From an optimization exercise on the open Yosys and OpenROAD flow, aimed at small area and a short achievable clock period; shortcuts taken in it are not production practice.
Only simulation tests tie the RTL to the original design; equivalence was not proved.
No driver is modelled on the clock port, so clock power and skew are understated where the tree is cut down; a real chip needs a root buffer or a tree.

==> flow/design.v <==
module median_filter
(
    input  wire       clk,
    input  wire       rst_n,
    input  wire       data_valid,
    input  wire [7:0] data_in,
    output wire       win,
    output reg  [7:0] win_median
);
    reg       v_r;
    reg [7:0] d_r;
    reg [5:0] pos;
    reg [7:0] lb [1:18];
    integer i, j;
    always @(posedge clk or negedge rst_n) begin
        if (!rst_n) begin
            v_r <= 1'b0;
            pos <= 6'd0;
        end else begin
            v_r <= data_valid;
            if (v_r)
                pos <= pos + 6'd1;
        end
    end
    always @(posedge clk) begin
        d_r <= data_in;
        if (v_r) begin
            lb[1] <= d_r;
            for (i = 2; i <= 18; i = i + 1)
                lb[i] <= lb[i-1];
        end
    end
    assign win = v_r & (pos[2] | pos[1]) & (pos[5] | pos[4]);
    function lt8(input [7:0] a, input [7:0] b);
        reg l;
        integer t;
        begin
            l = 1'b0;
            for (t = 0; t < 8; t = t + 1)
                l = (~a[t] & b[t]) | ((~a[t] | b[t]) & l);
            lt8 = l;
        end
    endfunction
    wire k1_2   = lt8(lb[2],  lb[1]);
    wire k8_9   = lt8(lb[9],  lb[8]);
    wire k16_17 = lt8(lb[17], lb[16]);
    wire k8_10  = lt8(lb[10], lb[8]);
    wire k16_18 = lt8(lb[18], lb[16]);
    wire k2_8   = lt8(lb[8],  lb[2]);
    wire k10_16 = lt8(lb[16], lb[10]);
    wire k1_8   = lt8(lb[8],  lb[1]);
    wire k9_16  = lt8(lb[16], lb[9]);
    wire k1_9   = lt8(lb[9],  lb[1]);
    wire k8_16  = lt8(lb[16], lb[8]);
    wire k1_10  = lt8(lb[10], lb[1]);
    wire k8_17  = lt8(lb[17], lb[8]);
    wire k8_18  = lt8(lb[18], lb[8]);
    wire k2_16  = lt8(lb[16], lb[2]);
    wire k1_16  = lt8(lb[16], lb[1]);
    wire k1_17  = lt8(lb[17], lb[1]);
    wire k1_18  = lt8(lb[18], lb[1]);
    reg k9_10, k17_18, k2_9, k10_17, k2_10, k9_17, k10_18, k9_18, k2_17, k2_18;
    always @(posedge clk) begin
        if (v_r) begin
            k9_10  <= k8_9;
            k17_18 <= k16_17;
            k2_9   <= k1_8;
            k10_17 <= k9_16;
            k2_10  <= k1_9;
            k9_17  <= k8_16;
            k10_18 <= k9_17;
            k9_18  <= k8_17;
            k2_17  <= k1_16;
            k2_18  <= k1_17;
        end
    end
    wire [7:0] x [0:7];
    assign x[0] = lb[1];
    assign x[1] = lb[2];
    assign x[2] = lb[8];
    assign x[3] = lb[9];
    assign x[4] = lb[10];
    assign x[5] = lb[16];
    assign x[6] = lb[17];
    assign x[7] = lb[18];
    wire [7:0] g [0:7];
    assign g[0] = {k1_18,  k1_17,  k1_16,  k1_10,  k1_9,  k1_8,  k1_2,  1'b0};
    assign g[1] = {k2_18,  k2_17,  k2_16,  k2_10,  k2_9,  k2_8,  2'b0};
    assign g[2] = {k8_18,  k8_17,  k8_16,  k8_10,  k8_9,  3'b0};
    assign g[3] = {k9_18,  k9_17,  k9_16,  k9_10,  4'b0};
    assign g[4] = {k10_18, k10_17, k10_16, 5'b0};
    assign g[5] = {k16_18, k16_17, 6'b0};
    assign g[6] = {k17_18, 7'b0};
    assign g[7] = 8'b0;
    reg [7:0] bf [0:7];    
    reg [6:0] b;
    reg [7:0] sel;
    reg s1, c1, s2, c2, s3, c3;
    always @(*) begin
        for (i = 0; i < 8; i = i + 1)
            for (j = 0; j < 8; j = j + 1)
                if (j > i)
                    bf[i][j] = g[i][j];
                else if (j < i)
                    bf[i][j] = !g[j][i];
                else
                    bf[i][j] = 1'b0;
        win_median = 8'd0;
        for (i = 0; i < 8; i = i + 1) begin
            b = 7'd0;
            for (j = 0; j < 8; j = j + 1)
                if (j < i)
                    b[j] = bf[i][j];
                else if (j > i)
                    b[j-1] = bf[i][j];
            s1 = b[0] ^ b[1] ^ b[2];
            c1 = (b[0] & b[1]) | (b[0] & b[2]) | (b[1] & b[2]);
            s2 = b[3] ^ b[4] ^ b[5];
            c2 = (b[3] & b[4]) | (b[3] & b[5]) | (b[4] & b[5]);
            s3 = s1 ^ s2 ^ b[6];
            c3 = (s1 & s2) | (s1 & b[6]) | (s2 & b[6]);
            sel[i] = s3 & (c1 ^ c2 ^ c3) & ~(c1 & c2 & c3);
            win_median = win_median | ({8{sel[i]}} & x[i]);
        end
    end
endmodule
module zero_edge_handler
(
    input  wire       clk,
    input  wire       rst_n,
    input  wire       win,
    input  wire [7:0] win_median,
    output reg        data_valid_out,
    output reg  [7:0] data_out,
    output reg        frame_complete
);
    reg       play;
    reg       on;
    reg       done;
    reg [5:0] low;
    reg [7:0] buf_q [0:35];
    integer i;
    wire lead    = &low[5:1];
    wire showing = play & (on | ~lead);
    wire at_end  = play & on & (&low);
    wire collect = ~play | at_end;
    wire last    = ~play & (low == 6'd36);
    wire push    = win & collect & ~last;
    wire inner   = (low[5:3] != 3'd0) & (low[5:3] != 3'd7) &
                   (low[2:0] != 3'd0) & (low[2:0] != 3'd7);
    wire shift   = push | (play & inner);
    always @(posedge clk or negedge rst_n) begin
        if (!rst_n) begin
            play           <= 1'b0;
            on             <= 1'b0;
            done           <= 1'b0;
            low            <= 6'd0;
            data_valid_out <= 1'b0;
            frame_complete <= 1'b0;
        end else begin
            if (!play) begin
                if (win) begin
                    if (last) begin
                        play <= 1'b1;
                        low  <= 6'd62;
                    end else
                        low <= low + 6'd1;
                end
            end else if (at_end) begin
                play <= 1'b0;
                low  <= {5'd0, win};
            end else
                low <= low + 6'd1;
            on             <= showing & ~at_end;
            data_valid_out <= showing;
            done           <= done | at_end;
            frame_complete <= done;
        end
    end
    always @(posedge clk) begin
        if (shift) begin
            buf_q[0] <= win_median;
            for (i = 1; i < 36; i = i + 1)
                buf_q[i] <= buf_q[i-1];
        end
        data_out <= inner ? buf_q[35] : 8'd0;
    end
endmodule
module median_filter_system
#(
    parameter WINDOW_SIZE = 3,
    parameter IMAGE_WIDTH = 8,
    parameter IMAGE_HEIGHT = 8,
    parameter PIXEL_WIDTH = 8
)
(
    input wire clk,
    input wire rst_n,
    input wire data_valid,
    input wire [PIXEL_WIDTH-1:0] data_in,
    output wire data_valid_out,
    output wire [PIXEL_WIDTH-1:0] data_out,
    output wire frame_complete
);
    wire       win;
    wire [7:0] win_median;
    median_filter median_filter_inst (
        .clk(clk),
        .rst_n(rst_n),
        .data_valid(data_valid),
        .data_in(data_in),
        .win(win),
        .win_median(win_median)
    );
    zero_edge_handler edge_handler_inst (
        .clk(clk),
        .rst_n(rst_n),
        .win(win),
        .win_median(win_median),
        .data_valid_out(data_valid_out),
        .data_out(data_out),
        .frame_complete(frame_complete)
    );
endmodule
==> flow/config.mk <==
export PLATFORM = sky130hd
export DESIGN_NAME = median_filter_system
export DESIGN_NICKNAME = median_filter_system
export VERILOG_FILES = /design/flow/design.v
export SDC_FILE = /design/flow/constraint.sdc
export NUM_CORES = 4
export LEC_CHECK = 0
export CAP_MARGIN = 5
export CORE_MARGIN = 2
export CORE_UTILIZATION = 70
export SLEW_MARGIN = 5
==> flow/constraint.sdc <==
create_clock -name core_clock -period 24.0 [get_ports {clk}]
set_input_delay 4.8000 -clock core_clock [delete_from_list [all_inputs] [get_ports {clk}]]
set_output_delay 4.8000 -clock core_clock [all_outputs]
set_load 0.01 [all_outputs]
standard.sh (not shown) runs the stock make flow with config.mk's settings and CLKGATE_MAP_FILE= SYNTH_SCRIPT=/design/flow/synth_recipe.tcl, a recipe that flattens the netlist after the stock synthesis.
==> flow/flow/run.sh <==
#!/bin/bash
# Layout flow: the standard ORFS flow (standard.sh) with these changes
# to how the layout is made (constraints are the design's):
#  1. After the standard synthesis, its combinational logic is re-mapped by
#     yosys/ABC with an area-oriented script (flow/remap.*). Flip-flops are
#     kept exactly as the standard synthesis made them.
#  2. Port buffers are buf_1 instead of the default delay buffer.
#  3. Timing repair over-fixes setup by SETUP_SLACK_MARGIN.
#  4. The clock tree is a balanced two-level tree (flow/mytree.tcl) in
#     place of TritonCTS's three-level one: 4 group buffers on the clock
#     port, 8 leaf buffers on each, 1/32 of the flip-flops on each leaf.
# Each tool's output goes to a log file in the work folder.
set -euo pipefail
cd "$(dirname "$0")/.."
W=$PWD
F=$W/flow
RES=$W/orfs/results/${FLOW_PLATFORM:-sky130hd}/median_filter_system/base
export BUFFER_PORTS_ARGS="-buffer_cell sky130_fd_sc_hd__buf_1"
export SETUP_SLACK_MARGIN="${OWN_SETUP_MARGIN:-18.0}"
export PRE_CTS_TCL="$F/mytree.tcl"

# 1. standard synthesis netlist
bash standard.sh "$RES/1_2_yosys.v" > flow_synth.log 2>&1
cp "$RES/1_2_yosys.v" "$W/standard_synth.v"

# 2. re-map combinational logic
LIB=$(ls "$FLOW_HOME"/platforms/sky130hd/lib/sky130_fd_sc_hd__tt_025C_1v80.lib)
python3 "$F/gen_models.py" "$LIB" "$W/remap_models.v" > gen_models.log 2>&1
python3 "$F/gen_models.py" "$LIB" "$W/remap_stubs.v" -stubs >> gen_models.log 2>&1
LIB="$LIB" TOP="${FLOW_TOP:-median_filter_system}" \
  REMAP_IN="$W/standard_synth.v" REMAP_OUT="$W/remapped.v" \
  REMAP_MODELS="$W/remap_models.v" REMAP_STUBS="$W/remap_stubs.v" \
  REMAP_ABC="$F/remap.abc" \
  DONT_USE="sky130_fd_sc_hd__probe_p_8 sky130_fd_sc_hd__probec_p_8 sky130_fd_sc_hd__lpflow_* sky130_fd_sc_hd__fa_* sky130_fd_sc_hd__ha_* sky130_fd_sc_hd__fah*" \
  yosys -c "$F/remap.tcl" > remap_yosys.log 2>&1
cp "$W/remapped.v" "$RES/1_2_yosys.v"
touch "$RES/1_2_yosys.v"

# 3. the rest of the standard flow
bash standard.sh > flow_layout.log 2>&1
==> flow/flow/mytree.tcl <==
# Two-level clock tree: the clock port drives 4 group buffers (one per
# quadrant of the flip-flops), each drives 4 leaf buffers, each leaf drives
# the flip-flops of its sixteenth. Groups come from recursive median
# bisection of the flip-flop positions, alternating x and y.
proc mytree_split {items axis} {
  set s [lsort -real -index $axis $items]
  set h [expr {[llength $s] / 2}]
  return [list [lrange $s 0 [expr {$h - 1}]] [lrange $s $h end]]
}
proc mytree_centroid {items} {
  set sx 0.0; set sy 0.0
  foreach it $items { set sx [expr {$sx + [lindex $it 1]}]; set sy [expr {$sy + [lindex $it 2]}] }
  set n [llength $items]
  return [list [expr {int($sx / $n)}] [expr {int($sy / $n)}]]
}
proc mytree_build {clk_port_net leaf_master group_master {leaf_depth 2}} {
  set block [ord::get_db_block]
  set db [ord::get_db]
  set net [$block findNet $clk_port_net]
  set sinks {}
  foreach it [$net getITerms] {
    set inst [$it getInst]
    set loc [$inst getLocation]
    lappend sinks [list $it [lindex $loc 0] [lindex $loc 1]]
  }
  # two bisections -> 4 groups; two more -> 4 leaves per group
  set groups {}
  foreach a [mytree_split $sinks 1] { foreach b [mytree_split $a 2] { lappend groups $b } }
  set lm [$db findMaster $leaf_master]
  set gm [$db findMaster $group_master]
  set gi 0; set li 0
  foreach g $groups {
    set leaves [list $g]
    for {set d 0} {$d < $leaf_depth} {incr d} {
      set nl {}
      foreach l $leaves { foreach h [mytree_split $l [expr {1 + ($d % 2)}]] { lappend nl $h } }
      set leaves $nl
    }
    set gbuf [odb::dbInst_create $block $gm "clkbuf_grp_$gi"]
    set gnet [odb::dbNet_create $block "clknet_grp_$gi"]
    $gnet setSigType CLOCK
    [$gbuf findITerm A] connect $net
    [$gbuf findITerm X] connect $gnet
    set lcs {}
    foreach l $leaves {
      set lbuf [odb::dbInst_create $block $lm "clkbuf_leaf_$li"]
      set lnet [odb::dbNet_create $block "clknet_leaf_$li"]
      $lnet setSigType CLOCK
      foreach it $l {
        set iterm [lindex $it 0]
        $iterm disconnect
        $iterm connect $lnet
      }
      [$lbuf findITerm A] connect $gnet
      [$lbuf findITerm X] connect $lnet
      set c [mytree_centroid $l]
      $lbuf setLocation [lindex $c 0] [lindex $c 1]
      $lbuf setPlacementStatus PLACED
      lappend lcs [list x [lindex $c 0] [lindex $c 1]]
      incr li
    }
    set c [mytree_centroid $lcs]
    $gbuf setLocation [lindex $c 0] [lindex $c 1]
    $gbuf setPlacementStatus PLACED
    incr gi
  }
  $net setSigType CLOCK
  global_connect
  puts "mytree: [llength $sinks] sinks, $gi group buffers, $li leaf buffers"
}

# Used as PRE_CTS_TCL: cts.tcl then calls clock_tree_synthesis, which builds
# this tree instead of TritonCTS's; the rest of cts.tcl (placement
# legalization, timing repair) runs as usual.
rename clock_tree_synthesis tritoncts_clock_tree_synthesis
proc clock_tree_synthesis { args } {
  mytree_build clk sky130_fd_sc_hd__clkbuf_8 sky130_fd_sc_hd__clkbuf_16 3
  set_propagated_clock [all_clocks]
}
Other scripts of this flow, unchanged in this note and not shown: flow/flow/gen_models.py, flow/flow/remap.abc, flow/flow/remap.tcl
The starting point finished with timing, DRC and antenna clean.
Rerun with:
--- a/flow/flow/run.sh
+++ b/flow/flow/run.sh
@@ -17,5 +17,5 @@
 RES=$W/orfs/results/${FLOW_PLATFORM:-sky130hd}/median_filter_system/base
 export BUFFER_PORTS_ARGS="-buffer_cell sky130_fd_sc_hd__buf_1"
-export SETUP_SLACK_MARGIN="${OWN_SETUP_MARGIN:-18.0}"
+export SETUP_SLACK_MARGIN="${OWN_SETUP_MARGIN:-18.6}"
 export PRE_CTS_TCL="$F/mytree.tcl"
 
After rerunning:
- area after synthesis is unchanged
- routed wire length goes up by 2.0%
- fmax stays flat
- register-to-register slack improves by 420 ps
- critical path depth does not change
- global-route usage stays flat
- setup slack stays flat
Rerun with:
--- a/flow/flow/run.sh
+++ b/flow/flow/run.sh
@@ -5,5 +5,5 @@
 #     yosys/ABC with an area-oriented script (flow/remap.*). Flip-flops are
 #     kept exactly as the standard synthesis made them.
-#  2. Port buffers are buf_1 instead of the default delay buffer.
+#  2. Port buffers are buf_4 instead of the default delay buffer.
 #  3. Timing repair over-fixes setup by SETUP_SLACK_MARGIN.
 #  4. The clock tree is a balanced two-level tree (flow/mytree.tcl) in
@@ -16,6 +16,6 @@
 F=$W/flow
 RES=$W/orfs/results/${FLOW_PLATFORM:-sky130hd}/median_filter_system/base
-export BUFFER_PORTS_ARGS="-buffer_cell sky130_fd_sc_hd__buf_1"
-export SETUP_SLACK_MARGIN="${OWN_SETUP_MARGIN:-18.6}"
+export BUFFER_PORTS_ARGS="-buffer_cell sky130_fd_sc_hd__buf_4"
+export SETUP_SLACK_MARGIN="${OWN_SETUP_MARGIN:-18.0}"
 export PRE_CTS_TCL="$F/mytree.tcl"
 
=>
- setup slack got worse by 22 ps
- sequential share of layout area hardly moves
- via count decreases by about 1%
- wire length decreases by 2.0%
Rerun with:
--- a/flow/flow/run.sh
+++ b/flow/flow/run.sh
@@ -5,9 +5,9 @@
 #     yosys/ABC with an area-oriented script (flow/remap.*). Flip-flops are
 #     kept exactly as the standard synthesis made them.
-#  2. Port buffers are buf_4 instead of the default delay buffer.
+#  2. Port buffers are buf_1 instead of the default delay buffer.
 #  3. Timing repair over-fixes setup by SETUP_SLACK_MARGIN.
 #  4. The clock tree is a balanced two-level tree (flow/mytree.tcl) in
-#     place of TritonCTS's three-level one: 4 group buffers on the clock
-#     port, 8 leaf buffers on each, 1/32 of the flip-flops on each leaf.
+#     place of TritonCTS's three-level one: 4 group buffers (buf_12) on the clock
+#     port, 8 leaf buffers (buf_6) on each, 1/32 of the flip-flops on each leaf.
 # Each tool's output goes to a log file in the work folder.
 set -euo pipefail
@@ -16,5 +16,5 @@
 F=$W/flow
 RES=$W/orfs/results/${FLOW_PLATFORM:-sky130hd}/median_filter_system/base
-export BUFFER_PORTS_ARGS="-buffer_cell sky130_fd_sc_hd__buf_4"
+export BUFFER_PORTS_ARGS="-buffer_cell sky130_fd_sc_hd__buf_1"
 export SETUP_SLACK_MARGIN="${OWN_SETUP_MARGIN:-18.0}"
 export PRE_CTS_TCL="$F/mytree.tcl"
--- a/flow/flow/mytree.tcl
+++ b/flow/flow/mytree.tcl
@@ -1,10 +1,17 @@
 # Two-level clock tree: the clock port drives 4 group buffers (one per
-# quadrant of the flip-flops), each drives 4 leaf buffers, each leaf drives
-# the flip-flops of its sixteenth. Groups come from recursive median
-# bisection of the flip-flop positions, alternating x and y.
-proc mytree_split {items axis} {
+# quadrant of the flip-flops), each drives 8 leaf buffers, each leaf drives
+# the flip-flops of its 1/32. Groups come from recursive median bisection
+# of the flip-flop positions, alternating x and y. Every flip-flop is
+# behind exactly one group and one leaf buffer, so the tree is balanced.
+proc mytree_split {items axis {k 2}} {
   set s [lsort -real -index $axis $items]
-  set h [expr {[llength $s] / 2}]
-  return [list [lrange $s 0 [expr {$h - 1}]] [lrange $s $h end]]
+  set n [llength $s]
+  set out {}
+  for {set i 0} {$i < $k} {incr i} {
+    set a [expr {($n * $i) / $k}]
+    set b [expr {($n * ($i + 1)) / $k - 1}]
+    lappend out [lrange $s $a $b]
+  }
+  return $out
 }
 proc mytree_centroid {items} {
@@ -14,5 +21,5 @@
   return [list [expr {int($sx / $n)}] [expr {int($sy / $n)}]]
 }
-proc mytree_build {clk_port_net leaf_master group_master {leaf_depth 2}} {
+proc mytree_build {clk_port_net leaf_master group_master {leaf_depth {2 2}}} {
   set block [ord::get_db_block]
   set db [ord::get_db]
@@ -32,8 +39,10 @@
   foreach g $groups {
     set leaves [list $g]
-    for {set d 0} {$d < $leaf_depth} {incr d} {
+    set d 0
+    foreach k $leaf_depth {
       set nl {}
-      foreach l $leaves { foreach h [mytree_split $l [expr {1 + ($d % 2)}]] { lappend nl $h } }
+      foreach l $leaves { foreach h [mytree_split $l [expr {1 + ($d % 2)}] $k] { lappend nl $h } }
       set leaves $nl
+      incr d
     }
     set gbuf [odb::dbInst_create $block $gm "clkbuf_grp_$gi"]
@@ -75,5 +84,5 @@
 rename clock_tree_synthesis tritoncts_clock_tree_synthesis
 proc clock_tree_synthesis { args } {
-  mytree_build clk sky130_fd_sc_hd__clkbuf_8 sky130_fd_sc_hd__clkbuf_16 3
+  mytree_build clk sky130_fd_sc_hd__buf_6 sky130_fd_sc_hd__buf_12 {2 2 2}
   set_propagated_clock [all_clocks]
 }
--- a/flow/config.mk
+++ b/flow/config.mk
@@ -6,6 +6,6 @@
 export NUM_CORES = 4
 export LEC_CHECK = 0
-export CAP_MARGIN = 5
+export CAP_MARGIN = 0
 export CORE_MARGIN = 2
 export CORE_UTILIZATION = 70
-export SLEW_MARGIN = 5
+export SLEW_MARGIN = 0
After rerunning:
- The new run ran to the end with no violations
- cell count is unchanged
- global-route usage barely changes
- worst setup slack improved by 47 ps
- die area is unchanged
No run of this note takes its clock network from TritonCTS; it comes from the design's own scripts or RTL.

separate check: timing with driven ports:
Ports are ideal in the flow. The routed layouts listed here were re-timed in OpenROAD. Step 1 assumes that a clkbuf_16 drives the clock port and a buf_2 every other input. Step 2 adds t to the input delays and takes it off the output delays; t is the mean of the earliest and latest rising clock arrival at the registers after step 1. Input paths then give back, and output paths get back, about the clock's delay inside the block. a / b / c = ideal ports / drivers / drivers and shift; a / b = the first two.
run	shift t [ns]	slack for setup (ns)	worst setup path after step 2
the first run	0.432	18.358 / 18.254 / 18.238	input, reset recovery
the second run	0.430	18.360 / 18.256 / 18.686	register to output
the third run	0.441	18.338 / 18.225 / 18.527	register to register
the fourth run	0.390	18.385 / 18.277 / 18.313	input, reset recovery
After both steps every run listed still meets setup and hold. The setup slack of the first run, which loses most, moves by -0.104 ns with the drivers and by -0.120 ns with both steps. Setup slack includes reset recovery checks.
